From an optimization exercise on the open Yosys and OpenROAD flow, aimed at small area, a short achievable clock period and few clock cycles; shortcuts taken in it are not production practice.
RTL that was checked went through simulation tests only; none was proved equivalent to the original.

==> module SQRT, before the edit <==
module SQRT(
	RST,
	CLK,
	IN_VALID,
	IN,
	OUT_VALID,
	OUT
);
input CLK;
input RST;
input [15:0] IN;
input IN_VALID;
output [11:0] OUT;
output OUT_VALID;
reg [3:0] cnt;       
reg ovalid;
reg [13:0] r;        
reg [11:0] q;        
reg [11:0] x;         
assign OUT_VALID = ovalid;
assign OUT = q;
wire busy  = |cnt;
wire start = IN_VALID & ~busy;
wire last  = (cnt == 4'd11);
function [4:0] sqrt_first;
	input [3:0] v;
	reg [1:0] qq;
	reg [2:0] rr;
	reg [4:0] w;
	integer i;
	begin
		qq = 2'd0;
		rr = 3'd0;
		for (i = 1; i >= 0; i = i - 1) begin
			w = {rr, v[2*i+1], v[2*i]};
			if (w >= {1'b0, qq, 2'b01}) begin
				rr = w - {1'b0, qq, 2'b01};
				qq = {qq, 1'b1};
			end else begin
				rr = w[2:0];
				qq = {qq, 1'b0};
			end
		end
		sqrt_first = {qq, rr};
	end
endfunction
wire [4:0] first = sqrt_first(IN[15:12]);
wire        pos = ~r[13];
wire [15:0] a   = {r, x[11:10]};
wire [15:0] op  = {{2{pos}}, q ^ {12{pos}}, 2'b11};
wire [15:0] sum = a + op;
wire        nb  = ~sum[15];
wire [11:0] qinc = q + 12'd1;
always @(posedge CLK or posedge RST) begin
	if (RST) begin
		cnt <= 4'd0;
		ovalid <= 1'b0;
	end else begin
		cnt <= start ? 4'd1 : (last ? 4'd0 : cnt + {3'd0, busy});
		ovalid <= last;
	end
end
always @(posedge CLK) begin
	if (start) begin
		r <= {11'd0, first[2:0]};
		q <= {10'd0, first[4:3]};
		x <= IN[11:0];
	end else begin
		r <= sum[13:0];
		q <= last ? (nb ? qinc : q) : {q[10:0], nb};
		x <= {x[9:0], 2'b00};
	end
end
endmodule
Settings: LEC_CHECK=0, CAP_MARGIN=20, CORE_MARGIN=2, CORE_UTILIZATION=40, SETUP_SLACK_MARGIN=2.3, SLEW_MARGIN=20; clock period 5.0 ns.
standard.sh (not shown) runs the stock make flow with config.mk's settings and CLKGATE_MAP_FILE= SYNTH_SCRIPT=/design/flow/synth_recipe.tcl, a recipe that flattens the netlist after the stock synthesis.
==> flow/flow/run.sh <==
#!/bin/bash
set -euo pipefail
export BUFFER_PORTS_ARGS="-buffer_cell sky130_fd_sc_hd__buf_1"

bash standard.sh synth > standard_synth.log 2>&1

R=orfs/results/$FLOW_PLATFORM/SQRT/base
LIB=$FLOW_HOME/platforms/$FLOW_PLATFORM/lib/sky130_fd_sc_hd__tt_025C_1v80.lib
YOSYS=$(command -v yosys || echo $FLOW_HOME/../tools/install/yosys/bin/yosys)
cp $R/1_2_yosys.v standard_1_2_yosys.v

# sequential and tie cells stay as they are; everything else is re-mapped
SEQ=$(grep -o 'cell *( *"\?sky130_fd_sc_hd__[a-z0-9_]*' $LIB | grep -o 'sky130_fd_sc_hd__[a-z0-9_]*' \
      | grep -E '__(df|edf|sdf|sedf|dlx|dlr|dlclkp|sdlclkp|conb)' | tr '\n' ' ')
DU=$(grep -o 'sky130_fd_sc_hd__\(lpflow\|probe\)[a-z0-9_]*' $LIB | sort -u | sed 's/^/-dont_use /' | tr '\n' ' ')
cat > remap.ys <<EOT
read_liberty -ignore_miss_func $LIB
blackbox $SEQ
read_verilog standard_1_2_yosys.v
hierarchy -top $FLOW_TOP
flatten
rename -hide w:*.*
opt_clean
stat
abc -liberty $LIB -script flow/remap.abc $DU
splitnets
opt_clean -purge
hilomap -singleton -hicell sky130_fd_sc_hd__conb_1 HI -locell sky130_fd_sc_hd__conb_1 LO
insbuf -buf sky130_fd_sc_hd__buf_4 A X
stat -liberty $LIB
write_verilog -noattr -nohex -nodec remapped.v
EOT
$YOSYS -l remap.log remap.ys > /dev/null 2>&1
cp remapped.v $R/1_2_yosys.v

bash standard.sh > standard.log 2>&1
==> flow/flow/remap.abc <==
strash; dch; map -D 1400; topo; stime -c; buffer -c; upsize -c; dnsize -c; stime -c
Testbench counts at the start, summed over its fixed seeds: cycles 48,008.
Edit:
==> flow/design.v (replaced) <==
module SQRT(
	RST,
	CLK,
	IN_VALID,
	IN,
	OUT_VALID,
	OUT
);
input CLK;
input RST;
input [15:0] IN;
input IN_VALID;
output [11:0] OUT;
output OUT_VALID;
reg [3:0] cnt;       
reg ovalid;
reg [13:0] r;        
reg [11:0] q;        
reg [9:0] x;         
assign OUT_VALID = ovalid;
assign OUT = q;
wire busy  = |cnt;
wire start = IN_VALID & ~busy;
wire last  = (cnt == 4'd10);
wire [5:0] v = IN[15:10];
wire [7:1] ge;                   
assign ge[1] = v >= 6'd1;
assign ge[2] = v >= 6'd4;
assign ge[3] = v >= 6'd9;
assign ge[4] = v >= 6'd16;
assign ge[5] = v >= 6'd25;
assign ge[6] = v >= 6'd36;
assign ge[7] = v >= 6'd49;
wire [2:0] q3 = {ge[4], ge[2] & ~ge[4] | ge[6], ge[1] & ~ge[2] | ge[3] & ~ge[4] | ge[5] & ~ge[6] | ge[7]};
wire [3:0] r3 = ge[7] ? v - 6'd49 : ge[6] ? v - 6'd36 : ge[5] ? v - 6'd25 : ge[4] ? v - 6'd16 :
                ge[3] ? v - 6'd9 : ge[2] ? v - 6'd4 : ge[1] ? v - 6'd1 : v[3:0];
wire [6:0] first = {q3, r3};
wire        pos = ~r[13];
wire [15:0] a   = {r, x[9:8]};
wire [15:0] op  = {{2{pos}}, q ^ {12{pos}}, 2'b11};
wire [15:0] sum = a + op;
wire        nb  = ~sum[15];
wire [11:0] qinc = q + 12'd1;
always @(posedge CLK or posedge RST) begin
	if (RST) begin
		cnt <= 4'd0;
		ovalid <= 1'b0;
	end else begin
		cnt <= start ? 4'd1 : (last ? 4'd0 : cnt + {3'd0, busy});
		ovalid <= last;
	end
end
always @(posedge CLK) begin
	if (start) begin
		r <= {10'd0, first[3:0]};
		q <= {9'd0, first[6:4]};
		x <= IN[9:0];
	end else begin
		r <= sum[13:0];
		q <= last ? (nb ? qinc : q) : {q[10:0], nb};
		x <= {x[7:0], 2'b00};
	end
end
endmodule
Setup slack degrades by 0.13 ns; design area rises by 5.4%; cell count rises by 7.1%; critical path depth falls by 5; utilization falls by 0.55 points; wire length rises by 16%; sequential cell count falls by 2; area after synthesis rises by 6.3%; non-clock buffer count falls by 1; worst hold slack improves by 0.0041 ns; via count rises by 15%.
Only the layout flow was run in the second run of this note; the RTL was not checked for function there.

==> re-timing with driven ports <==
No port has a modelled driver above. Below, the same layouts with a new extraction and two added sets of constraints. Step 1 (the two cells are an assumption about what drives the block):
set clk [get_ports {CLK}]
set_driving_cell -lib_cell sky130_fd_sc_hd__clkbuf_16 $clk
set_driving_cell -lib_cell sky130_fd_sc_hd__buf_2 [delete_from_list [all_inputs] $clk]
Step 2 also shifts input and output timing later by t, the mid clock arrival at the registers, as if the neighbouring blocks saw the same clock. a / b / c = ideal / step 1 / step 2; a / b = the first two.
run | t (ns) | slack for setup (ns) | worst setup path at the end
the first run | 0.326 | 2.641 / 2.641 / 2.470 | input to register
the second run | 0.323 | 2.511 / 2.520 / 2.197 | input to register
After both steps every run listed still meets setup and hold. The setup slack of the second run, which loses most, moves by +0.009 ns with the drivers and by -0.314 ns with both steps.
